Context: an optimization exercise on an open-source flow, tuned for small area, a short achievable clock period and few clock cycles per item. The choices shown serve that exercise and are no tape-out recipe. Function was not checked in any run shown here: the RTL went through the layout flow alone. Power figures rest on the tool's default switching activity, not on a simulated workload.

[flow/run.sh]
#!/bin/bash
# synth_recipe.tcl (not shown) runs the flow's synth.tcl, then flattens the netlist and writes it again
# the make line also repeats each setting of config.mk as NAME=value (left out here)
make -C /OpenROAD-flow-scripts/flow DESIGN_CONFIG=/design/flow/config.mk WORK_HOME=/design/flow/orfs CLKGATE_MAP_FILE= SYNTH_SCRIPT=/design/flow/synth_recipe.tcl finish
[flow/config.mk]
export PLATFORM = sky130hd
export DESIGN_NAME = mdu_top
export DESIGN_NICKNAME = mdu_top
export VERILOG_FILES = /design/flow/design.v
export SDC_FILE = /design/flow/constraint.sdc
export NUM_CORES = 4
export LEC_CHECK = 0
export ABC_AREA = 1
export CAP_MARGIN = 30
export CORE_MARGIN = 2
export CORE_UTILIZATION = 40
export SLEW_MARGIN = 30
[flow/constraint.sdc]
create_clock -name core_clock -period 13.0 [get_ports {clk}]
set_input_delay 2.6000 -clock core_clock [delete_from_list [all_inputs] [get_ports {clk}]]
set_output_delay 2.6000 -clock core_clock [all_outputs]
set_load 0.01 [all_outputs]
[flow/design.v]
package rv32i_types;
    typedef enum logic [2:0] {
        mult_op_mul    = 3'd0,
        mult_op_mulh   = 3'd1,
        mult_op_mulhsu = 3'd2,
        mult_op_mulhu  = 3'd3,
        mult_op_div    = 3'd4,
        mult_op_divu   = 3'd5,
        mult_op_rem    = 3'd6,
        mult_op_remu   = 3'd7
    } mult_ops;
endpackage
module mdu_thermo (
    input  logic [31:0] x,
    output logic [32:0] t
);
    always_comb begin
        t[32] = 1'b0;
        for (int i = 31; i >= 0; i--) t[i] = t[i+1] | x[i];
    end
endmodule
module mdu_thermo_len #(parameter int W = 33, parameter int LW = 6) (
    input  logic [W-1:0]  t,
    output logic [LW-1:0] len
);
    always_comb begin
        len = '0;
        for (int i = 0; i < W; i++) begin
            if (t[i] && (i == W - 1 || !t[(i == W - 1) ? i : i + 1])) len = len | LW'(i + 1);
        end
    end
endmodule
module mul_unit
(
    input  logic         clk,
    input  logic         rst,
    input  logic         in_valid,
    input  logic [2:0]   in_op,
    input  logic [31:0]  in_rs1,
    input  logic [31:0]  in_rs2,
    output logic         out_valid,
    output logic [31:0]  out_data
);
    localparam logic [1:0] S_IDLE  = 2'd0;
    localparam logic [1:0] S_SETUP = 2'd1;
    localparam logic [1:0] S_ITER  = 2'd2;
    localparam logic [1:0] S_OUT   = 2'd3;
    logic [1:0]  state;
    logic [31:0] H, L, M;
    logic [4:0]  k, cnt;
    logic        is_div, minv, neg, sel_h, d_zero;
    logic        bit1, bit2;
    logic        op_div, signed_a, signed_b, sa, sb;
    assign op_div   = in_op[2];
    assign signed_a = (in_op == 3'd0) || (in_op == 3'd1) || (in_op == 3'd2) ||
                      (in_op == 3'd4) || (in_op == 3'd6);
    assign signed_b = (in_op == 3'd0) || (in_op == 3'd1) ||
                      (in_op == 3'd4) || (in_op == 3'd6);
    assign sa = signed_a & in_rs1[31];
    assign sb = signed_b & in_rs2[31];
    logic [31:0] va, vb;
    assign va = in_rs1 ^ {32{sa}};
    assign vb = in_rs2 ^ {32{sb}};
    logic [32:0] ta, tb, ta_over, tb_over, tm;
    mdu_thermo th_a (.x(va), .t(ta));
    mdu_thermo th_b (.x(vb), .t(tb));
    assign ta_over = sa ? {ta[31:0], 1'b1} : ta;
    assign tb_over = sb ? {tb[31:0], 1'b1} : tb;
    assign tm      = ta_over & tb_over;           
    logic        swap, div_short;
    assign swap      = |(tb_over & ~ta_over);     
    assign div_short = |(tb & ~ta_over);          
    logic [31:0] abs_a, abs_b;
    assign abs_a = va + 32'(sa);
    assign abs_b = vb + 32'(sb);
    logic [16:0] tk;
    logic [4:0]  k_mul;
    always_comb for (int j = 0; j <= 16; j++) tk[j] = tm[2*j];
    mdu_thermo_len #(.W(17), .LW(5)) len_k (.t(tk), .len(k_mul));
    function automatic logic [1:0] top_bits(input logic [31:0] v, input logic [32:0] t,
                                            input logic s);
        logic ones, second, l_odd, m_even;
        logic [31:0] lead;
        for (int i = 0; i < 32; i++) lead[i] = t[i] & ~t[i+1];
        ones   = ~|((v >> 1) & ~v);               
        second = 1'b0;
        l_odd  = 1'b0;
        for (int i = 1; i < 32; i++) second = second | (lead[i] & v[i-1]);
        for (int i = 0; i < 32; i += 2) l_odd = l_odd | lead[i];
        m_even = l_odd ^ ~s;                      
        if (m_even) top_bits = s ? {ones, ~ones} : {1'b1, second};
        else        top_bits = {1'b0, s ? ones : 1'b1};
    endfunction
    logic [1:0]  tb_a, tb_b, tb_new;
    assign tb_a   = top_bits(va, ta, sa);
    assign tb_b   = top_bits(vb, tb, sb);
    assign tb_new = swap ? tb_a : tb_b;
    logic [5:0]  la_over, lb;
    mdu_thermo_len #(.W(33), .LW(6)) len_a (.t(ta_over), .len(la_over));
    mdu_thermo_len #(.W(33), .LW(6)) len_b (.t(tb),      .len(lb));
    logic [6:0]  n_div;
    logic [4:0]  k_div;
    logic        in_dz;
    assign n_div = {1'b0, la_over} - {1'b0, lb} + 7'd1;
    assign k_div = (n_div >= 7'd32) ? 5'd16 : 5'((n_div[5:0] + 6'd1) >> 1);
    assign in_dz = (in_rs2 == 32'd0);
    function automatic logic [32:0] step(input logic [31:0] l, input logic b,
                                         input logic [31:0] mx, input logic mi,
                                         input logic dv);
        logic [33:0] x, y, s;
        logic        g;
        g = dv | b;
        x = {1'b0, dv & l[31], l[30:0], dv & b};
        y = g ? {dv, dv, mx} : 34'd0;
        s = x + y + 34'(g & mi);
        step = {dv ? ~s[33] : s[32], (dv & s[33]) ? x[31:0] : s[31:0]};
    endfunction
    logic [32:0] s1, s2;
    logic        c1, c2;
    logic [31:0] l1, l2;
    assign s1 = step(L,  bit1, M, minv, is_div);
    assign c1 = s1[32];
    assign l1 = s1[31:0];
    assign s2 = step(l1, bit2, M, minv, is_div);
    assign c2 = s2[32];
    assign l2 = s2[31:0];
    logic [2:0]  d;
    logic [29:0] h_inc;
    logic [31:0] h2;
    assign d     = {1'b0, 2'(L[31]) + 2'(c1), 1'b0} + 3'(l1[31]) + 3'(c2);
    assign h_inc = H[29:0] + 30'(d[2]);
    assign h2    = is_div ? {H[29:0], c1, c2} : {h_inc, d[1:0]};
    logic [4:0]  pn;
    assign pn = 5'({k, 1'b0} - 6'd3);             
    logic [31:0] shr;
    assign shr = (k == 5'd16) ? 32'd0 : (H >> {k[3:0], 1'b0});
    logic [31:0] mask, v;
    logic        cin_out;
    always_comb begin
        for (int i = 0; i < 32; i++) mask[i] = (i < 32'({k, 1'b0}));
    end
    assign v         = sel_h ? (H & mask) : L;
    assign cin_out   = (sel_h && !is_div) ? (L == 32'd0) : 1'b1;
    assign out_data  = (d_zero && sel_h) ? 32'hFFFFFFFF :
                       (neg ? (~v + 32'(cin_out)) : v);
    assign out_valid = (state == S_OUT) && in_valid;
    always_ff @(posedge clk) begin
        if (rst || !in_valid) begin
            state <= S_IDLE;
        end else begin
            unique case (state)
                S_IDLE: begin
                    is_div <= op_div;
                    d_zero <= op_div && in_dz;
                    if (op_div) begin
                        k     <= (in_dz || div_short) ? 5'd0 : k_div;
                        cnt   <= k_div;
                        H     <= (in_dz || div_short) ? 32'd0 : abs_a;
                        L     <= abs_a;
                        M     <= in_rs2 ^ {32{~sb}};
                        minv  <= ~sb;
                        neg   <= (in_op[1] ? sa : (sa ^ sb));
                        sel_h <= ~in_op[1];
                        state <= (in_dz || div_short) ? S_OUT : S_SETUP;
                    end else begin
                        k     <= k_mul;
                        cnt   <= k_mul;
                        H     <= swap ? abs_a : abs_b;
                        L     <= 32'd0;
                        M     <= swap ? (in_rs2 ^ {32{sb}}) : (in_rs1 ^ {32{sa}});
                        minv  <= swap ? sb : sa;
                        neg   <= sa ^ sb;
                        sel_h <= (in_op != 3'd0);
                        bit1  <= tb_new[1];
                        bit2  <= tb_new[0];
                        state <= (k_mul == 5'd0) ? S_OUT : S_ITER;
                    end
                end
                S_SETUP: begin
                    L     <= shr;
                    bit1  <= H[5'(pn + 5'd2)];
                    bit2  <= H[5'(pn + 5'd1)];
                    state <= S_ITER;
                end
                S_ITER: begin
                    H     <= h2;
                    L     <= l2;
                    cnt   <= cnt - 5'd1;
                    bit1  <= H[pn];
                    bit2  <= H[5'(pn - 5'd1)];
                    if (cnt == 5'd1) state <= S_OUT;
                end
                S_OUT: begin
                    state <= S_IDLE;
                end
            endcase
        end
    end
endmodule
module mdu_top
(
    input  logic         clk,
    input  logic         rst,
    input  logic         in_valid,
    input  logic [2:0]   in_op,
    input  logic [31:0]  in_rs1,
    input  logic [31:0]  in_rs2,
    input  logic [31:0]  in_pc,
    input  logic [31:0]  in_inst,
    input  logic [4:0]   in_rd_addr,
    input  logic [4:0]   in_rs1_addr,
    input  logic [4:0]   in_rs2_addr,
    input  logic         in_regf_we,
    input  logic [4:0]   in_rob_idx,
    output logic         out_valid,
    output logic [31:0]  out_rd_data,
    output logic [31:0]  out_pc,
    output logic [31:0]  out_inst,
    output logic [4:0]   out_rd_addr,
    output logic [4:0]   out_rs1_addr,
    output logic [4:0]   out_rs2_addr,
    output logic         out_regf_we,
    output logic [4:0]   out_rob_idx
);
    mul_unit mul_inst (
        .clk      (clk),
        .rst      (rst),
        .in_valid (in_valid),
        .in_op    (in_op),
        .in_rs1   (in_rs1),
        .in_rs2   (in_rs2),
        .out_valid(out_valid),
        .out_data (out_rd_data)
    );
    assign out_pc       = in_pc;
    assign out_inst     = in_inst;
    assign out_rd_addr  = in_rd_addr;
    assign out_rs1_addr = in_rs1_addr;
    assign out_rs2_addr = in_rs2_addr;
    assign out_regf_we  = in_regf_we;
    assign out_rob_idx  = in_rob_idx;
endmodule
==> results of run 1 <==
==> worst min path at each step <==
stage	from	end	slack, ns
floorplan	mul_inst.state[1]	mul_inst.state[1]	0.48
global placement	mul_inst.state[1]	mul_inst.state[1]	0.51
detailed placement	mul_inst.state[1]	mul_inst.state[1]	0.50
CTS	mul_inst.state[1]	mul_inst.state[1]	0.51
global route	mul_inst.state[1]	mul_inst.state[1]	0.53
finish	mul_inst.state[1]	mul_inst.state[1]	0.52
==> tightest hold or removal path, delay by kind of cell, from the launching register on <==
family          cells  cell delay [ns]
simple gates        1             0.07
compound gates      1             0.06
flops               1             0.34
==> cell type report <==
| type | instances | area [sq um] | area share (%) |
|---|---|---|---|
| clock buffer | 17 | 425.4 | 1.948 |
| clock inverter | 15 | 196.4 | 0.8997 |
| tap | 672 | 840.8 | 3.851 |
| inverter | 466 | 1752 | 8.022 |
| sequential | 115 | 3433 | 15.72 |
| multi-input combinational | 2581 | 13960 | 63.94 |
| timing repair buffer | 129 | 1226 | 5.616 |
==> cells in the mapped netlist, drive strengths merged, types with 7 or more instances <==
cell	instances
clkbuf	83
o2111ai	11
nand3b	25
nor3	53
xor2	117
a21boi	16
xnor2	33
nand3	208
nor2	419
clkinv	8
o221ai	12
mux2i	14
nand4	53
o21a	11
or2	32
buf	123
o22ai	19
edfxtp	113
o31ai	7
a31oi	32
ha	104
a21oi	228
o21ai	307
inv	458
nand2	736
o211ai	52
a211oi	17
nor4	31
==> report_power, final <==
group          total [mW]  internal [mW]  switching, mW
clock network       0.514          0.307          0.207
logic                1.64          0.543           1.10
registers           0.540          0.482         0.0582
total                2.69           1.33           1.36
==> metal layers <==
metal  track usage [%]  up-vias  part of all wire, %
met2             47.81     1215                   42
met1             42.67    10410                   41
met5                 0        -                    0
li1                  -    11070                    -
met3             6.051      183                  9.6
met4             20.13        0                  7.0
==> kinds of logic after synthesis <==
logic type	count (synthesis)	share of synthesized area (%)
muxes	14	0.6918
AOI/OAI and AO/OA	744	20.93
adders and majority gates	110	7.017
xor gates and xnor gates	150	6.486
and+or+nand+nor	1563	33.51
DFF	115	16.95
buffers and inverters	672	14.41
==> registers in the layout (all words and copies together), names as in the netlist, 2 cells and up <==
signal / cells
mul_inst.H: 32
mul_inst.L: 32
mul_inst.M: 32
mul_inst.cnt: 5
mul_inst.k: 5
mul_inst.state: 2
==> flow_summary.json, run 1 <==
{
  "grt_pass1_wl_mm": 127.8,
  "synthTopCellsByArea": "edfxtp_1 (17%), nand2_1 (14%), inv_1 (8.5%), nor2_1 (7.5%), o21ai_0 (7.3%)",
  "drtIter0Drc": 2810,
  "dpl.hpwl_mm": 71.04,
  "ys_types": 62,
  "yosys_warnings": 4,
  "grt_max_degree": 68,
  "worstSetupStartpointType": "register",
  "cp-end-kind": "register",
  "insertion_delay_ns": 0.46,
  "viasPerCell": 5.725,
  "syn_avg_cell_area_sq_um": 6.014,
  "final_cell_area_sq_um": 21830,
  "dp_cells": 3962,
  "slowest_stage": "nor2_2",
  "cts_max_level": 4,
  "synth_fp_nets": 3633,
  "path_delay_family": "simple AND/OR/NAND/NOR gates",
  "grt_pass1_vias": 20790,
  "slew_viol_final": 0,
  "post-place-ws_ns": 2.024,
  "fill_cells": 5528,
  "r2r-start": "mul_inst.is_div",
  "critPathBufInv": 2,
  "ys.flop_type": "edfxtp_1",
  "vias": 22870,
  "syn_area_sq_um": 20260,
  "gp_congestion": 1.076,
  "diodes": 0,
  "core_sq_um": 50070,
  "maxCapViolCount": 0,
  "fin_crit_ns": 11.20,
  "ant_nets": 0,
  "worst_slew_pin_slew_ns": 1.014,
  "drc_errors": 0,
  "fin_crit_sh_pct": 86.19,
  "cts_buffer_depth": 2,
  "p_leak_nw": 10.18,
  "grt_antenna_before_repair": 0,
  "routedWlPerCell_um": 21.69,
  "setup_viol": 0,
  "holdWs_ns": 0.5154,
  "seq_area_frac_synth_pct": 16.95,
  "outcome": "complete, no violations",
  "clk_pin_slew_ns": 0.06,
  "cpPeakStageDelay_ns": 0.74,
  "die_width_um": 229.0,
  "ioPinCount": 273,
  "final_core_util_pct": 43.61,
  "cts_tree": "yes",
  "clock_sinks": 115,
  "power_density_nw_per_um2": 123.3,
  "reg2reg_to": "mul_inst.H[31]",
  "fp-row-count": 82,
  "dr.pass1.iters": 6,
  "detailed_place.area_sq_um": 21200,
  "postCtsResizedCells": 0,
  "critPathMostFrequentCell": "nand2_1",
  "track_usage_pct": 32.10,
  "synth_edf_count": 113,
  "yosys.area.top_type_share_pct": 16.75,
  "die_h_um": 229.0,
  "crit_type": "register to register",
  "max_freq_mhz": 89.25,
  "cp.arrival_ns": 11.40,
  "mostFrequentLayoutCells": "nand2_1 (725), inv_1 (456), nor2_1 (401)",
  "layout.cells.non_filler": 3995,
  "total_power_mw": 2.693,
  "cp-startpoint": "mul_inst.is_div",
  "hp-class": "register to register",
  "io_buffers": 102,
  "final_common_cell": "nand2_1",
  "overflow": 0,
  "cts_setup_buffers": 0,
  "finalWorstSetupSlack_ns": 1.795,
  "hold_viol": 0,
  "max-slew-margin-rel_pct": 31.67,
  "start_util_pct": 40.46,
  "ys_ff_latch": 115,
  "hold_depth": 2,
  "rsz0062_at_grt": "false",
  "ir_worst_vdd_mv": 0.1043,
  "cts_buffers": 17,
  "worstSetupPathDepth": 52,
  "fin_setup_tns_ns": 0,
  "synth_cells": 3368,
  "r2r_cells": 52,
  "drive_gt1_share_pct": 4.153,
  "synth_top_cell_by_area": "edfxtp_1",
  "async_flop_share_pct": 0,
  "skew_ns": 0.01263,
  "layout.nets": 3575,
  "critPathCapture": "mul_inst.H[31]",
  "critPathRequiredTime_ns": 13.20,
  "cts_hold_buf": 0,
  "dieArea_sq_um": 52450,
  "wirelength_mm": 86.67,
  "crit_fanout": 35,
  "area_delta_synth_final_pct": 7.795,
  "rrSetupSlack_ns": 1.80,
  "cts_root_buf": "clkbuf_16"
}
==> run 2: changes to the inputs <==
--- a/flow/config.mk
+++ b/flow/config.mk
@@ -5,7 +5,6 @@
 export SDC_FILE = /design/flow/constraint.sdc
 export NUM_CORES = 4
 export LEC_CHECK = 0
-export ABC_AREA = 1
 export CAP_MARGIN = 30
 export CORE_MARGIN = 2
 export CORE_UTILIZATION = 40
==> flow_summary.json, run 2 <==
{
  "die_width_um": 241.2,
  "synth_common_cells": "nand2_1 (354), o21ai_0 (265), nor2_1 (263), a21oi_1 (255), clkbuf_1 (187)",
  "fp-row-count": 86,
  "yosys_warnings": 4,
  "setup_viol": 0,
  "mostFrequentLayoutCells": "nand2_1 (352), o21ai_0 (265), nor2_1 (259)",
  "io_buffers": 102,
  "r2r_cells": 41,
  "cp.arrival_ns": 11.26,
  "area_delta_synth_final_pct": 7.163,
  "dr.pass1.iters": 8,
  "slew_viol_final": 0,
  "gp_congestion": 1.045,
  "dieArea_sq_um": 58160,
  "worstSetupStartpointType": "register",
  "start_util_pct": 40.68,
  "ys_ff_latch": 115,
  "ys_types": 90,
  "p_leak_nw": 8.903,
  "worst_slew_pin_slew_ns": 1.151,
  "layout.nets": 3299,
  "grt_antenna_before_repair": 5,
  "synthTopCellsByArea": "edfxtp_1 (15%), xnor2_1 (6.2%), nand2_1 (5.9%), o21ai_0 (5.9%), ha_1 (5.8%)",
  "rsz0062_at_grt": "false",
  "cts_hold_buf": 0,
  "clk_pin_slew_ns": 0.06,
  "layout.area.seq_sq_um": 3433,
  "ys.flop_type": "edfxtp_1",
  "finalWorstSetupSlack_ns": 1.917,
  "final_common_cell": "nand2_1",
  "cp-end-kind": "register",
  "critPathRequiredTime_ns": 13.18,
  "drtIter0Drc": 3011,
  "synth_cells": 3170,
  "postCtsResizedCells": 0,
  "synth_top_cell_by_area": "edfxtp_1",
  "cts_tree": "yes",
  "dpl.hpwl_mm": 83.51,
  "cts_setup_buffers": 0,
  "async_flop_share_pct": 0,
  "synth_edf_count": 113,
  "highest_layer": "met5",
  "crit_type": "register to register",
  "insertion_delay_ns": 0.44,
  "min_to": "mul_inst.state[1]",
  "max_freq_mhz": 90.23,
  "synth_fp_nets": 3435,
  "hp-class": "register to register",
  "ioPinCount": 273,
  "fin_crit_ns": 11.08,
  "core_sq_um": 55310,
  "clock_sinks": 115,
  "top_regs": "mul_inst.H x32, mul_inst.L x32, mul_inst.M x32",
  "cts_buffer_depth": 2,
  "crit_fanout": 18,
  "wirelength_mm": 106.5,
  "power_density_nw_per_um2": 105.5,
  "track_usage_pct": 36.06,
  "drc_errors": 0,
  "outcome": "complete, no violations",
  "routedWlPerCell_um": 28.05,
  "post-place-ws_ns": 2.131,
  "grt_pass1_vias": 23500,
  "viasPerCell": 6.565,
  "fin_setup_tns_ns": 0,
  "fill_cells": 5773,
  "yosys.area.top_type_share_pct": 15.08,
  "ant_nets": 0,
  "hold_viol": 0,
  "cts_root_buf": "clkbuf_16",
  "wl_met2_mm": 47.20,
  "multiInputGateArea_sq_um": 17200,
  "hold_start": "mul_inst.state[1]",
  "syn_avg_cell_area_sq_um": 7.097,
  "drive_gt1_share_pct": 6.728,
  "reg2reg_to": "mul_inst.H[26]",
  "skew_ns": 0.01379,
  "r2r-start": "mul_inst.is_div",
  "ir_worst_vdd_mv": 0.1057,
  "synth.most_common_cell": "nand2_1",
  "syn_area_sq_um": 22500,
  "vias": 24930,
  "slowest_stage": "nor3_1",
  "cts_buffers": 17,
  "rrSetupSlack_ns": 1.92,
  "seq_area_frac_synth_pct": 15.26,
  "cts_max_level": 4,
  "die_h_um": 241.2,
  "grt_max_degree": 71,
  "max-slew-margin-rel_pct": 23.01,
  "grt_pass1_wl_mm": 155.7,
  "met1_length_mm": 41.77,
  "maxCapViolCount": 0,
  "fin_crit_sh_pct": 85.25,
  "wl_met3_mm": 8.693,
  "hold_depth": 2,
  "overflow": 0,
  "cpPeakStageDelay_ns": 0.61
}
## run 2: changes by cell type after synthesis, sizes merged, moves of 101 or more
cell	previous run	this run
nand2	736	354
inv	458	87
nor2	419	263
nand3	208	72
xnor2	33	160
clkbuf	83	187
nor2b	0	101
## run 2: cell families (layout without fill, tap and decap cells)
family	after synthesis	after routing	share of synthesized area, %
buffers and inverters	419	296	8.709
adder cells (fa/ha/maj)	110	110	6.318
flip-flops	115	115	15.26
XOR/XNOR	221	221	8.603
other	0	2	0
AND/OR/NAND/NOR	1124	1124	23.99
multiplexers	133	133	6.852
AO/OA/AOI/OAI	1048	1048	30.27
## run 2: cell type report
cell class	count	area share, %
diodes	2	0.02076
clock buffers	20	1.853
clock inverters	12	0.7785
inverters	95	1.484
multi-input cells	2636	71.34
flip-flops and latches	115	14.24
well taps	748	3.882
repair buffers	169	6.399
## run 2: critical path, delay by kind of cell, from the launching register on
family                     cells  cell delay, ns
AOI/OAI and AO/OA             13            3.43
muxes                          1            0.28
buffers and inverters          3            0.69
xor gates and xnor gates       2            0.20
and+or+nand+nor               16            4.43
DFF                            1            0.35
adders and majority gates      6            1.44
## run 2: worst max-delay path by stage
stage,startpoint,to,slack (ns)
6_report,mul_inst.is_div,mul_inst.H[26],1.92
2_1_floorplan,mul_inst.is_div,mul_inst.H[26],3.68
4_1_cts,mul_inst.is_div,mul_inst.H[26],2.08
3_3_place_gp,mul_inst.is_div,mul_inst.H[26],2.34
3_5_place_dp,mul_inst.is_div,mul_inst.H[26],2.13
5_1_grt,mul_inst.is_div,mul_inst.H[26],0.93
## run 2: per-stage QoR
| stage | util (%) | cell area [sq um] | cells | power (mW) | hold WS, ns |
|---|---|---|---|---|---|
| after floorplan | - | 22500 | 3170 | 1.534 | 0.4791 |
| after global placement | 42.30 | 23390 | 3761 | 1.981 | 0.5057 |
| after detailed placement | 42.39 | 23440 | 3762 | 1.996 | 0.5287 |
| after CTS | 43.53 | 24080 | 3794 | 2.507 | 0.5390 |
| after global routing | 43.58 | 24100 | 3795 | 2.677 | 0.5694 |
| final | 43.59 | 24110 | 3797 | 2.544 | 0.5324 |
## run 2: power by group
group          total, mW  internal, mW  switching (mW)  leakage (nW)
Clock              0.513         0.342           0.171         0.315
Sequential         0.540         0.466          0.0734          1.09
Combinational       1.49         0.569           0.922          7.50
Total               2.54          1.38            1.17          8.90
## run 2: metal layers
layer  GRT usage, %  up-vias
met1          45.00    11790
met5              0        -
li1               -    11340
met3          4.861      325
met4          25.78        2
met2          57.28     1463
==> run 3: changes to the inputs <==
--- a/flow/config.mk
+++ b/flow/config.mk
@@ -5,7 +5,9 @@
 export SDC_FILE = /design/flow/constraint.sdc
 export NUM_CORES = 4
 export LEC_CHECK = 0
+export ABC_AREA = 1
 export CAP_MARGIN = 30
 export CORE_MARGIN = 2
 export CORE_UTILIZATION = 40
+export SETUP_SLACK_MARGIN = 4
 export SLEW_MARGIN = 30
==> flow_summary.json, run 3 <==
{
  "cp.arrival_ns": 8.84,
  "area_delta_synth_final_pct": 12.84,
  "synthXorXnorAreaFrac_pct": 6.486,
  "fp-row-count": 82,
  "grt_antenna_before_repair": 0,
  "hp-class": "register to register",
  "core_sq_um": 50070,
  "fin_crit_ns": 8.636,
  "setup_viol": 0,
  "cp-end-kind": "register",
  "syn_area_sq_um": 20260,
  "cts_buffers": 17,
  "power_density_nw_per_um2": 123.8,
  "synth_top_cell_by_area": "edfxtp_1",
  "ant_nets": 0,
  "grt_pass1_vias": 20950,
  "yosys.area.top_type_share_pct": 16.75,
  "layout.area.seq_sq_um": 3433,
  "synth_compound_area_share_pct": 20.93,
  "clk_pin_slew_ns": 0.06,
  "fin_crit_sh_pct": 66.43,
  "outcome": "complete, no violations",
  "cts_tree": "yes",
  "crit_fanout": 6,
  "die_width_um": 229.0,
  "worst_slew_pin_slew_ns": 1.367,
  "synthTopCellsByArea": "edfxtp_1 (17%), nand2_1 (14%), inv_1 (8.5%), nor2_1 (7.5%), o21ai_0 (7.3%)",
  "skew_ns": 0.01198,
  "synth_top_family_by_area": "simple AND/OR/NAND/NOR gates",
  "async_flop_share_pct": 0,
  "drtIter0Drc": 3011,
  "holdWs_ns": 0.5142,
  "overflow": 0,
  "synth.most_common_cell": "nand2_1",
  "slew_viol_final": 0,
  "p_clk_share_pct": 18.3,
  "switching_share_pct": 50.43,
  "slowest_stage": "edfxtp_1",
  "hold_viol": 0,
  "critPathRequiredTime_ns": 13.20,
  "final_cell_area_sq_um": 22860,
  "internal_power_mw": 1.402,
  "drc_errors": 0,
  "insertion_delay_ns": 0.46,
  "mostFrequentLayoutCells": "nand2_1 (714), inv_1 (455), nor2_1 (392)",
  "p_seq_share_pct": 19.1,
  "cts_root_buf": "clkbuf_16",
  "synth_common_cells": "nand2_1 (729), inv_1 (457), nor2_1 (406), o21ai_0 (297), a21oi_1 (228)",
  "io_buffers": 102,
  "final_core_util_pct": 45.65,
  "ys.flop_type": "edfxtp_1",
  "rsz0062_at_grt": "false",
  "cts_hold_buf": 0,
  "synthSimpleGateAreaFrac_pct": 33.51,
  "multiInputGateArea_sq_um": 14430,
  "combPwrFrac_pct": 62.6,
  "start_util_pct": 40.46,
  "dpl.hpwl_mm": 71.04,
  "synth_mux_area_share_pct": 0.6918,
  "wirelength_mm": 89.17,
  "p_leak_nw": 10.61,
  "vias": 23540,
  "layout.nets": 3636,
  "diodes": 0,
  "crit_type": "register to register",
  "final_common_cell": "nand2_1",
  "top_regs": "mul_inst.H x32, mul_inst.L x32, mul_inst.M x32",
  "ioPinCount": 273,
  "detailed_place.area_sq_um": 21200,
  "maxCapViolCount": 0,
  "ir_worst_vdd_mv": 0.1071,
  "clock_sinks": 115,
  "cpPeakStageDelay_ns": 0.44,
  "fill_cells": 5445,
  "die_h_um": 229.0,
  "seq_area_frac_synth_pct": 16.95,
  "ys_types": 62,
  "viasPerCell": 5.803,
  "total_power_mw": 2.829,
  "routedWlPerCell_um": 21.99,
  "cts_max_level": 4,
  "track_usage_pct": 32.43,
  "drive_gt1_share_pct": 8.008,
  "dr.pass1.iters": 6,
  "switching_power_mw": 1.426,
  "max-slew-margin-rel_pct": 8.139,
  "synthAdderAreaFrac_pct": 7.017,
  "synth_cells": 3368,
  "gp_congestion": 1.076,
  "yosys_warnings": 4,
  "grt_max_degree": 68,
  "cts_buffer_depth": 2,
  "ys_ff_latch": 115,
  "syn_avg_cell_area_sq_um": 6.014,
  "grt_pass1_wl_mm": 129.0,
  "max_freq_mhz": 115.8,
  "worstSetupStartpointType": "register",
  "synth_fp_nets": 3633,
  "dieArea_sq_um": 52450,
  "fin_setup_tns_ns": 0,
  "synth_edf_count": 113
}
-- run 3: cell types whose count changed in the layout (fill, tap and decap cells not counted), moves of 32 or more --
cell     before  now
a21oi_1     255  215
a22oi_1      34    1
and2_1       38    1
and3_1       40    0
inv_1        85  455
mux2_2       43    0
mux2i_1      66   14
nand2_1     352  714
nand3_1      72  202
nor2_1      259  392
nor2b_1     101    0
nor3_1       73   41
xnor2_1     158   33
xor2_1       60  115
-- run 3: logic make-up after synthesis --
| family | count (synthesis) |
|---|---|
| flip-flops | 115 |
| AO/OA/AOI/OAI | 744 |
| adder cells (fa/ha/maj) | 110 |
| AND/OR/NAND/NOR | 1563 |
| multiplexers | 14 |
| buffers and inverters | 672 |
| XOR/XNOR | 150 |
-- run 3: per-layer routing --
layer	GRT usage (%)	up-vias	wire [um]
met5	0	-	0
met4	20.60	0	6176
met3	5.889	213	8952
met2	48.34	1394	37740
met1	43.13	10730	36300
li1	-	11200	-
-- run 3: worst max-delay path: cells and delay by family, from the launching register on --
family / cells / cell delay [ns]
adder cells (fa/ha/maj): 5 / 1.25
XOR/XNOR: 1 / 0.16
AO/OA/AOI/OAI: 18 / 2.59
flip-flops: 1 / 0.44
buffers and inverters: 4 / 0.55
AND/OR/NAND/NOR: 26 / 3.37
-- run 3: area by class of cell --
| cell class | instances | area share, % |
|---|---|---|
| Sequential cell | 115 | 15.02 |
| Tap cell | 672 | 3.679 |
| Multi-Input combinational cell | 2585 | 63.12 |
| Clock buffer | 17 | 1.861 |
| Timing Repair Buffer | 186 | 7.784 |
| Clock inverter | 15 | 0.8594 |
| Inverter | 466 | 7.680 |
-- run 3: worst paths after layout --
check	endpoint	from	slack, ns	cells past startpoint
setup / recovery	mul_inst.H[31]	mul_inst.bit1	4.36	54
hold / removal	mul_inst.state[1]	mul_inst.state[1]	0.51	2
setup reg to reg	mul_inst.H[31]	mul_inst.bit1	4.36	54
hold reg to reg	mul_inst.state[1]	mul_inst.state[1]	0.51	2
-- run 3: timing repair --
| item | CTS | global route |
|---|---|---|
| setup endpoints to repair | 41 | 42 |
| resized for setup | 44 | 87 |
| pin swaps | 7 | 38 |
| buffers inserted | 9 | 45 |
| cloned | 1 | 6 |
-- run 3: power groups by stage --
| stage | logic [mW] | clock network (mW) | registers (mW) |
|---|---|---|---|
| 2_1_floorplan | 1.14 | 0 | 0.515 |
| 3_3_place_gp | 1.60 | 0 | 0.544 |
| 3_5_place_dp | 1.59 | 0 | 0.544 |
| 4_1_cts | 1.62 | 0.517 | 0.535 |
| 5_1_grt | 1.93 | 0.530 | 0.542 |
| 6_report | 1.77 | 0.516 | 0.540 |
-- run 3: through the flow --
stage	setup WS [ns]	std cells
after CTS	4.018	4004
after global placement	2.281	3962
final	4.364	4056
after floorplan	4.187	3368
after detailed placement	2.024	3962
after global routing	3.820	4056
==> run 4: changes to the inputs <==
--- a/flow/config.mk
+++ b/flow/config.mk
@@ -5,9 +5,8 @@
 export SDC_FILE = /design/flow/constraint.sdc
 export NUM_CORES = 4
 export LEC_CHECK = 0
-export ABC_AREA = 1
+export ABC_CLOCK_PERIOD_IN_PS = 9000
 export CAP_MARGIN = 30
 export CORE_MARGIN = 2
 export CORE_UTILIZATION = 40
-export SETUP_SLACK_MARGIN = 4
 export SLEW_MARGIN = 30
==> flow_summary.json, run 4 <==
{
  "crit_type": "register to register",
  "ys_ff_latch": 115,
  "synth_common_cells": "nand2_1 (354), o21ai_0 (265), nor2_1 (263), a21oi_1 (255), clkbuf_1 (187)",
  "r2r_cells": 41,
  "reg2reg_to": "mul_inst.H[26]",
  "ant_nets": 0,
  "power_density_nw_per_um2": 105.5,
  "viasPerCell": 6.565,
  "finalWorstSetupSlack_ns": 1.917,
  "ys_types": 90,
  "grt_pass1_wl_mm": 155.7,
  "maxCapViolCount": 0,
  "ir_worst_vdd_mv": 0.1057,
  "dp_cells": 3762,
  "cts_root_buf": "clkbuf_16",
  "cts_max_level": 4,
  "synth.most_common_cell": "nand2_1",
  "cts_buffers": 17,
  "async_flop_share_pct": 0,
  "synth_top_cell_by_area": "edfxtp_1",
  "cpPeakStageDelay_ns": 0.61,
  "switching_share_pct": 45.85,
  "vias": 24930,
  "synthTopCellsByArea": "edfxtp_1 (15%), xnor2_1 (6.2%), nand2_1 (5.9%), o21ai_0 (5.9%), ha_1 (5.8%)",
  "p_leak_nw": 8.903,
  "clk_pin_slew_ns": 0.06,
  "yosys_warnings": 4,
  "max-slew-margin-rel_pct": 23.01,
  "mostFrequentLayoutCells": "nand2_1 (352), o21ai_0 (265), nor2_1 (259)",
  "dr.pass1.iters": 8,
  "drtIter0Drc": 3011,
  "cp-end-kind": "register",
  "layout.nets": 3299,
  "synth_fp_nets": 3435,
  "insertion_delay_ns": 0.44,
  "syn_avg_cell_area_sq_um": 7.097,
  "crit_fanout": 18,
  "io_buffers": 102,
  "p_clk_share_pct": 20.2,
  "internal_power_mw": 1.378,
  "grt_antenna_before_repair": 5,
  "track_usage_pct": 36.06,
  "postCtsResizedCells": 0,
  "post-place-ws_ns": 2.131,
  "combPwrFrac_pct": 58.6,
  "gp_congestion": 1.045,
  "cp.arrival_ns": 11.26,
  "final_core_util_pct": 43.59,
  "cts_buffer_depth": 2,
  "r2r-start": "mul_inst.is_div",
  "setup_viol": 0,
  "rsz0062_at_grt": "false",
  "final_cell_area_sq_um": 24110,
  "hold_start": "mul_inst.state[1]",
  "overflow": 0,
  "final_common_cell": "nand2_1",
  "ys.flop_type": "edfxtp_1",
  "p_seq_share_pct": 21.2,
  "start_util_pct": 40.68,
  "worst_slew_pin_slew_ns": 1.151,
  "skew_ns": 0.01379,
  "core_sq_um": 55310,
  "hold_depth": 2,
  "ioPinCount": 273,
  "grt_pass1_vias": 23500,
  "switching_power_mw": 1.166,
  "fin_crit_ns": 11.08,
  "synth_edf_count": 113,
  "drive_gt1_share_pct": 6.728,
  "die_width_um": 241.2,
  "top_regs": "mul_inst.H x32, mul_inst.L x32, mul_inst.M x32",
  "slew_viol_final": 0,
  "hold_viol": 0,
  "area_delta_synth_final_pct": 7.163,
  "cts_setup_buffers": 0,
  "total_power_mw": 2.544,
  "hp-class": "register to register",
  "rrSetupSlack_ns": 1.92,
  "clock_sinks": 115,
  "seq_area_frac_synth_pct": 15.26,
  "grt_max_degree": 71,
  "worstSetupStartpointType": "register",
  "fin_crit_sh_pct": 85.25,
  "holdWs_ns": 0.5324,
  "die_h_um": 241.2,
  "dpl.hpwl_mm": 83.51,
  "slowest_stage": "nor3_1",
  "yosys.area.top_type_share_pct": 15.08,
  "drc_errors": 0,
  "layout.cells.non_filler": 3797,
  "cts_tree": "yes",
  "critPathRequiredTime_ns": 13.18,
  "outcome": "complete, no violations",
  "max_freq_mhz": 90.23,
  "fin_setup_tns_ns": 0,
  "fp-row-count": 86,
  "detailed_place.area_sq_um": 23440,
  "synth_cells": 3170,
  "syn_area_sq_um": 22500,
  "min_to": "mul_inst.state[1]",
  "dieArea_sq_um": 58160,
  "cts_hold_buf": 0,
  "routedWlPerCell_um": 28.05,
  "wirelength_mm": 106.5
}
-- run 4: layout make-up --
type	instances	area (sq um)
Clock inverter	12	187.7
Antenna cell	2	5.005
Inverter	95	357.8
Timing Repair Buffer	169	1543
Fill cell	5773	31200
Sequential cell	115	3433
Tap cell	748	935.9
Multi-Input combinational cell	2636	17200
Clock buffer	20	446.7
-- run 4: how the worst max path moves through the flow --
stage,start,to,cells past startpoint
4_1_cts,mul_inst.is_div,mul_inst.H[26],41
3_5_place_dp,mul_inst.is_div,mul_inst.H[26],41
5_1_grt,mul_inst.is_div,mul_inst.H[26],41
3_3_place_gp,mul_inst.is_div,mul_inst.H[26],41
2_1_floorplan,mul_inst.is_div,mul_inst.H[26],42
6_report,mul_inst.is_div,mul_inst.H[26],41
-- run 4: power groups by stage --
stage               clock [mW]  combinational, mW  sequential [mW]
floorplan                    0               1.04            0.494
global placement             0               1.44            0.545
detailed placement           0               1.45            0.544
CTS                      0.512               1.46            0.537
global route             0.529               1.61            0.539
finish                   0.513               1.49            0.540
-- run 4: kinds of logic (layout without fill, tap and decap cells) --
logic type / after synthesis / count (layout) / synth area share, %
other: 0 / 2 / 0
AOI/OAI and AO/OA: 1048 / 1048 / 30.27
DFF: 115 / 115 / 15.26
and+or+nand+nor: 1124 / 1124 / 23.99
adders and majority gates: 110 / 110 / 6.318
xor gates and xnor gates: 221 / 221 / 8.603
muxes: 133 / 133 / 6.852
buffers and inverters: 419 / 296 / 8.709
-- run 4: critical path: cells and delay by family, from the launching register on --
kind | cells | cell delay (ns)
compound gates | 13 | 3.43
xor+xnor | 2 | 0.20
fa+ha+maj | 6 | 1.44
buf+inv | 3 | 0.69
flops | 1 | 0.35
mux | 1 | 0.28
simple gates | 16 | 4.43
-- run 4: layer usage --
| layer | part of all wire (%) | vias up | GRT usage (%) |
|---|---|---|---|
| met3 | 8.2 | 325 | 4.861 |
| li1 | - | 11340 | - |
| met2 | 44 | 1463 | 57.28 |
| met4 | 8.3 | 2 | 25.78 |
| met1 | 39 | 11790 | 45.00 |
| met5 | 0.014 | - | 0 |
==> run 5: changes to the inputs <==
--- a/flow/design.v
+++ b/flow/design.v
@@ -48,8 +48,8 @@
     logic [1:0]  state;
     logic [31:0] H, L, M;
     logic [4:0]  k, cnt;
-    logic        is_div, minv, neg, sel_h, d_zero;
-    logic        bit1, bit2;
+    logic        is_div, minv, neg, sel_h;
+    logic        bit1, bit2, g1, g2;    
     logic        op_div, signed_a, signed_b, sa, sb;
     assign op_div   = in_op[2];
     assign signed_a = (in_op == 3'd0) || (in_op == 3'd1) || (in_op == 3'd2) ||
@@ -105,11 +105,10 @@
     assign k_div = (n_div >= 7'd32) ? 5'd16 : 5'((n_div[5:0] + 6'd1) >> 1);
     assign in_dz = (in_rs2 == 32'd0);
     function automatic logic [32:0] step(input logic [31:0] l, input logic b,
+                                         input logic g,
                                          input logic [31:0] mx, input logic mi,
                                          input logic dv);
         logic [33:0] x, y, s;
-        logic        g;
-        g = dv | b;
         x = {1'b0, dv & l[31], l[30:0], dv & b};
         y = g ? {dv, dv, mx} : 34'd0;
         s = x + y + 34'(g & mi);
@@ -118,18 +117,25 @@
     logic [32:0] s1, s2;
     logic        c1, c2;
     logic [31:0] l1, l2;
-    assign s1 = step(L,  bit1, M, minv, is_div);
+    assign s1 = step(L,  bit1, g1, M, minv, is_div);
     assign c1 = s1[32];
     assign l1 = s1[31:0];
-    assign s2 = step(l1, bit2, M, minv, is_div);
+    assign s2 = step(l1, bit2, g2, M, minv, is_div);
     assign c2 = s2[32];
     assign l2 = s2[31:0];
+    logic [31:0] used, hc;
+    always_comb for (int i = 0; i < 32; i++) used[i] = (5'(i >> 1) == 5'(k - 5'd1));
+    assign hc = H & ~used;
     logic [2:0]  d;
-    logic [29:0] h_inc;
+    logic [29:0] ones, h_inc;
     logic [31:0] h2;
-    assign d     = {1'b0, 2'(L[31]) + 2'(c1), 1'b0} + 3'(l1[31]) + 3'(c2);
-    assign h_inc = H[29:0] + 30'(d[2]);
-    assign h2    = is_div ? {H[29:0], c1, c2} : {h_inc, d[1:0]};
+    assign d = {1'b0, 2'(L[31]) + 2'(c1), 1'b0} + 3'(l1[31]) + 3'(c2);
+    always_comb begin
+        ones[0] = 1'b1;
+        for (int i = 1; i < 30; i++) ones[i] = ones[i-1] & hc[i-1];
+    end
+    assign h_inc = hc[29:0] ^ (ones & {30{d[2]}});
+    assign h2    = is_div ? {hc[29:0], c1, c2} : {h_inc, d[1:0]};
     logic [4:0]  pn;
     assign pn = 5'({k, 1'b0} - 6'd3);             
     logic [31:0] shr;
@@ -139,10 +145,9 @@
     always_comb begin
         for (int i = 0; i < 32; i++) mask[i] = (i < 32'({k, 1'b0}));
     end
-    assign v         = sel_h ? (H & mask) : L;
+    assign v         = sel_h ? H : L;
     assign cin_out   = (sel_h && !is_div) ? (L == 32'd0) : 1'b1;
-    assign out_data  = (d_zero && sel_h) ? 32'hFFFFFFFF :
-                       (neg ? (~v + 32'(cin_out)) : v);
+    assign out_data  = neg ? (~v + 32'(cin_out)) : v;
     assign out_valid = (state == S_OUT) && in_valid;
     always_ff @(posedge clk) begin
         if (rst || !in_valid) begin
@@ -151,15 +156,14 @@
             unique case (state)
                 S_IDLE: begin
                     is_div <= op_div;
-                    d_zero <= op_div && in_dz;
                     if (op_div) begin
                         k     <= (in_dz || div_short) ? 5'd0 : k_div;
                         cnt   <= k_div;
-                        H     <= (in_dz || div_short) ? 32'd0 : abs_a;
+                        H     <= in_dz ? 32'hFFFFFFFF : (div_short ? 32'd0 : abs_a);
                         L     <= abs_a;
                         M     <= in_rs2 ^ {32{~sb}};
                         minv  <= ~sb;
-                        neg   <= (in_op[1] ? sa : (sa ^ sb));
+                        neg   <= in_op[1] ? sa : (sa ^ sb) & ~in_dz;
                         sel_h <= ~in_op[1];
                         state <= (in_dz || div_short) ? S_OUT : S_SETUP;
                     end else begin
@@ -173,13 +177,18 @@
                         sel_h <= (in_op != 3'd0);
                         bit1  <= tb_new[1];
                         bit2  <= tb_new[0];
+                        g1    <= tb_new[1];
+                        g2    <= tb_new[0];
                         state <= (k_mul == 5'd0) ? S_OUT : S_ITER;
                     end
                 end
                 S_SETUP: begin
                     L     <= shr;
+                    H     <= H & mask;
                     bit1  <= H[5'(pn + 5'd2)];
                     bit2  <= H[5'(pn + 5'd1)];
+                    g1    <= 1'b1;
+                    g2    <= 1'b1;
                     state <= S_ITER;
                 end
                 S_ITER: begin
@@ -188,6 +197,8 @@
                     cnt   <= cnt - 5'd1;
                     bit1  <= H[pn];
                     bit2  <= H[5'(pn - 5'd1)];
+                    g1    <= is_div | H[pn];
+                    g2    <= is_div | H[5'(pn - 5'd1)];
                     if (cnt == 5'd1) state <= S_OUT;
                 end
                 S_OUT: begin
--- a/flow/config.mk
+++ b/flow/config.mk
@@ -5,8 +5,9 @@
 export SDC_FILE = /design/flow/constraint.sdc
 export NUM_CORES = 4
 export LEC_CHECK = 0
-export ABC_CLOCK_PERIOD_IN_PS = 9000
+export ABC_AREA = 1
 export CAP_MARGIN = 30
 export CORE_MARGIN = 2
 export CORE_UTILIZATION = 40
+export SETUP_SLACK_MARGIN = 5
 export SLEW_MARGIN = 30
==> flow_summary.json, run 5 <==
{
  "drive_gt1_share_pct": 11.64,
  "syn_avg_cell_area_sq_um": 5.950,
  "vias": 25180,
  "clock_sinks": 116,
  "grt_util_met3_pct": 4.947,
  "final_common_cell": "nand2_1",
  "worstSetupStartpointType": "register",
  "max-slew-margin-rel_pct": 34.70,
  "synth_common_cells": "nand2_1 (929), inv_1 (446), nor2_1 (401), o21ai_0 (298), nand3_1 (279)",
  "async_flop_share_pct": 0,
  "fin_crit_sh_pct": 59.19,
  "hp-class": "register to register",
  "cts_buffer_depth": 2,
  "yosys_warnings": 4,
  "synth_top_cell_by_area": "nand2_1",
  "dr.pass1.iters": 6,
  "rrSetupSlack_ns": 5.31,
  "use_met2_pct": 49.35,
  "start_util_pct": 40.47,
  "ir_worst_vdd_mv": 0.1073,
  "dieArea_sq_um": 56330,
  "wirelength_mm": 95.54,
  "diodes": 0,
  "core_sq_um": 53810,
  "outcome": "complete, no violations",
  "combPwrFrac_pct": 62.0,
  "internal_power_mw": 1.302,
  "gp_congestion": 1.032,
  "drtIter0Drc": 3404,
  "io_buffers": 102,
  "setup_viol": 0,
  "overflow": 0,
  "ys.flop_type": "edfxtp_1",
  "fill_cells": 5811,
  "switching_power_mw": 1.345,
  "ant_nets": 0,
  "mostFrequentLayoutCells": "nand2_1 (911), inv_1 (439), nor2_1 (369)",
  "dpl.hpwl_mm": 74.54,
  "cts_buffers": 17,
  "cp.arrival_ns": 5.09,
  "die_width_um": 237.3,
  "p_seq_share_pct": 20.4,
  "critPathRequiredTime_ns": 10.40,
  "cts_max_level": 4,
  "grt_antenna_before_repair": 1,
  "clk_pin_slew_ns": 0.07,
  "max_freq_mhz": 130.0,
  "maxCapViolCount": 0,
  "fin_setup_tns_ns": 0,
  "synth_cells": 3660,
  "layout.cells.non_filler": 4382,
  "drc_errors": 0,
  "multiInputGateArea_sq_um": 16130,
  "cts_root_buf": "clkbuf_16",
  "seq_area_frac_synth_pct": 15.90,
  "track_usage_pct": 32.38,
  "layout.nets": 3937,
  "cts_hold_buf": 0,
  "ioPinCount": 273,
  "grt_max_degree": 100,
  "cts_tree": "yes",
  "slew_viol_final": 0,
  "yosys.area.top_type_share_pct": 16.01,
  "worst_slew_pin_slew_ns": 0.9548,
  "layout.area.seq_sq_um": 3463,
  "busiest_layer": "met2",
  "top_regs": "mul_inst.H x32, mul_inst.L x32, mul_inst.M x32",
  "grt_pass1_vias": 22580,
  "rsz0062_at_grt": "true",
  "met1_usage_pct": 44.98,
  "synth_edf_count": 114,
  "syn_area_sq_um": 21780,
  "skew_ns": 0.02343,
  "area_delta_synth_final_pct": 14.01,
  "die_h_um": 237.3,
  "viasPerCell": 5.746,
  "power_density_nw_per_um2": 106.6,
  "p_clk_share_pct": 17.6,
  "p_leak_nw": 11.47,
  "insertion_delay_ns": 0.45,
  "crit_type": "register to primary output",
  "crit_fanout": 4,
  "holdWs_ns": 0.5291,
  "synthTopCellsByArea": "nand2_1 (16%), edfxtp_1 (16%), inv_1 (7.7%), nor2_1 (6.9%), o21ai_0 (6.8%)",
  "hold_viol": 0,
  "routedWlPerCell_um": 21.80,
  "grt_pass1_wl_mm": 138.5,
  "fp-row-count": 85,
  "ys_ff_latch": 116,
  "ys_types": 77,
  "synth.most_common_cell": "nand2_1",
  "switching_share_pct": 50.82,
  "cp-end-kind": "primary output",
  "dp_cells": 4264,
  "synth_fp_nets": 3924,
  "fin_crit_ns": 7.695
}
==> run 5: cell count changes after synthesis, sizes merged, moves of 57 or more <==
cell    previous run  this run
clkbuf           187        82
inv               87       464
mux2              57         0
mux2i             67         4
nand2            354       946
nand3             72       283
nor2             263       445
nor2b            101         0
o21ai            283       341
xnor2            160        49
xor2              61       119
==> run 5: per-stage QoR <==
step	util [%]	setup slack, ns	cell area, sq um	power (mW)
finish	46.14	5.305	24830	2.647
CTS	44.10	5.000	23730	2.507
detailed placement	41.96	3.260	22580	1.995
floorplan	-	5.049	21780	1.551
global route	46.14	4.812	24830	2.804
global placement	41.95	3.153	22580	1.999
==> run 5: repair_timing <==
action | in CTS | in global routing
cloned | 6 | 5
setup endpoints to repair | 79 | 35
resized for setup | 83 | 157
setup buffers | 23 | 52
pin swaps | 20 | 70
hold endpoints to repair | 0 | 0
==> run 5: area by class of cell <==
| type | count | share of cell area [%] |
|---|---|---|
| clock buffers | 17 | 1.713 |
| clock inverters | 15 | 0.6047 |
| inverters | 475 | 7.226 |
| multi-input cells | 2853 | 64.96 |
| flip-flops and latches | 116 | 13.95 |
| well taps | 696 | 3.507 |
| repair buffers | 210 | 8.043 |
==> run 5: critical path, cell delays in order, from the launching register on <==
cell,delay (ns)
edfxtp_1,0.58
nor4_1,0.59
nand4_1,0.27
o211ai_1,0.35
ha_1,0.27
nand3_1,0.11
nor3_1,0.23
nand2_1,0.10
nor3_1,0.21
nand3_1,0.14
nor4_1,0.43
nand3_1,0.14
nand2_1,0.13
o21ai_0,0.17
nor2_1,0.17
xor2_1,0.19
clkdlybuf4s50_1,0.57
==> run 5: path summary, 6_finish.rpt <==
kind,from,to,cells past startpoint
worst min register to register,mul_inst.state[1],mul_inst.state[1],2
worst max-delay path,mul_inst.L[27],out_rd_data[31],16
worst max register to register,mul_inst.g1,mul_inst.H[25],51
worst min-delay path,mul_inst.state[1],mul_inst.state[1],2
==> run 5: metal layers <==
| layer | share of wire, % | up-vias | wire, um |
|---|---|---|---|
| li1 | - | 12040 | - |
| met1 | 42 | 11580 | 40570 |
| met2 | 43 | 1369 | 40930 |
| met3 | 9.5 | 187 | 9071 |
| met4 | 5.2 | 0 | 4973 |
| met5 | 0 | - | 0 |
==> run 5: power by group through the flow <==
stage	Sequential, mW	Clock, mW	Combinational [mW]
2_1_floorplan	0.504	0	1.05
3_3_place_gp	0.540	0	1.46
3_5_place_dp	0.539	0	1.46
4_1_cts	0.531	0.466	1.51
5_1_grt	0.539	0.480	1.79
6_report	0.539	0.466	1.64
==> run 5: cell families (layout without fill, tap and decap cells) <==
logic type	Yosys count	after routing	share of synthesized area [%]
fa+ha+maj	109	109	6.469
buf+inv	696	717	14.31
compound gates	702	702	18.08
mux	4	4	0.1839
simple gates	1865	1870	37.94
flops	116	116	15.90
xor+xnor	168	168	7.119

## port drivers added, routing unchanged
How much do the figures lean on ideal ports? The routed layouts below were timed once more, with nothing changed but the port constraints.
Step 1, drivers: a clkbuf_16 drives clk and a buf_2 each remaining input, both assumed.
Step 2, shift: input delay + t, output delay - t, t = (earliest + latest rising clock arrival at the registers) / 2. This alone moves slack from input paths to output paths.
a / b / c = no drivers / after step 1 / after step 2; a / b = the first two.
| run | shift t [ns] | setup WS [ns] | worst setup path at the end | latest minus earliest clock arrival (ns) | worst slew at a driven data input, ns |
|---|---|---|---|---|---|
| run 1 | 0.506 | 1.795 / 1.795 / 1.795 | register to register | 0.013 / 0.012 | 0.12 |
| run 2 | 0.481 | 1.917 / 1.917 / 1.917 | register to register | 0.013 / 0.014 | 0.07 |
| run 3 | 0.514 | 4.364 / 4.364 / 4.035 | input to register | 0.012 / 0.012 | 0.12 |
| run 4 | 0.481 | 1.917 / 1.917 / 1.917 | register to register | 0.013 / 0.014 | 0.07 |
| run 5 | 0.490 | 5.305 / 5.248 / 4.997 | input to register | 0.024 / 0.023 | 0.11 |
After both steps setup and hold are still met in every run listed. For run 3, which loses most, drivers alone change the setup slack by 0.000 ns; drivers and shift together by -0.329 ns.
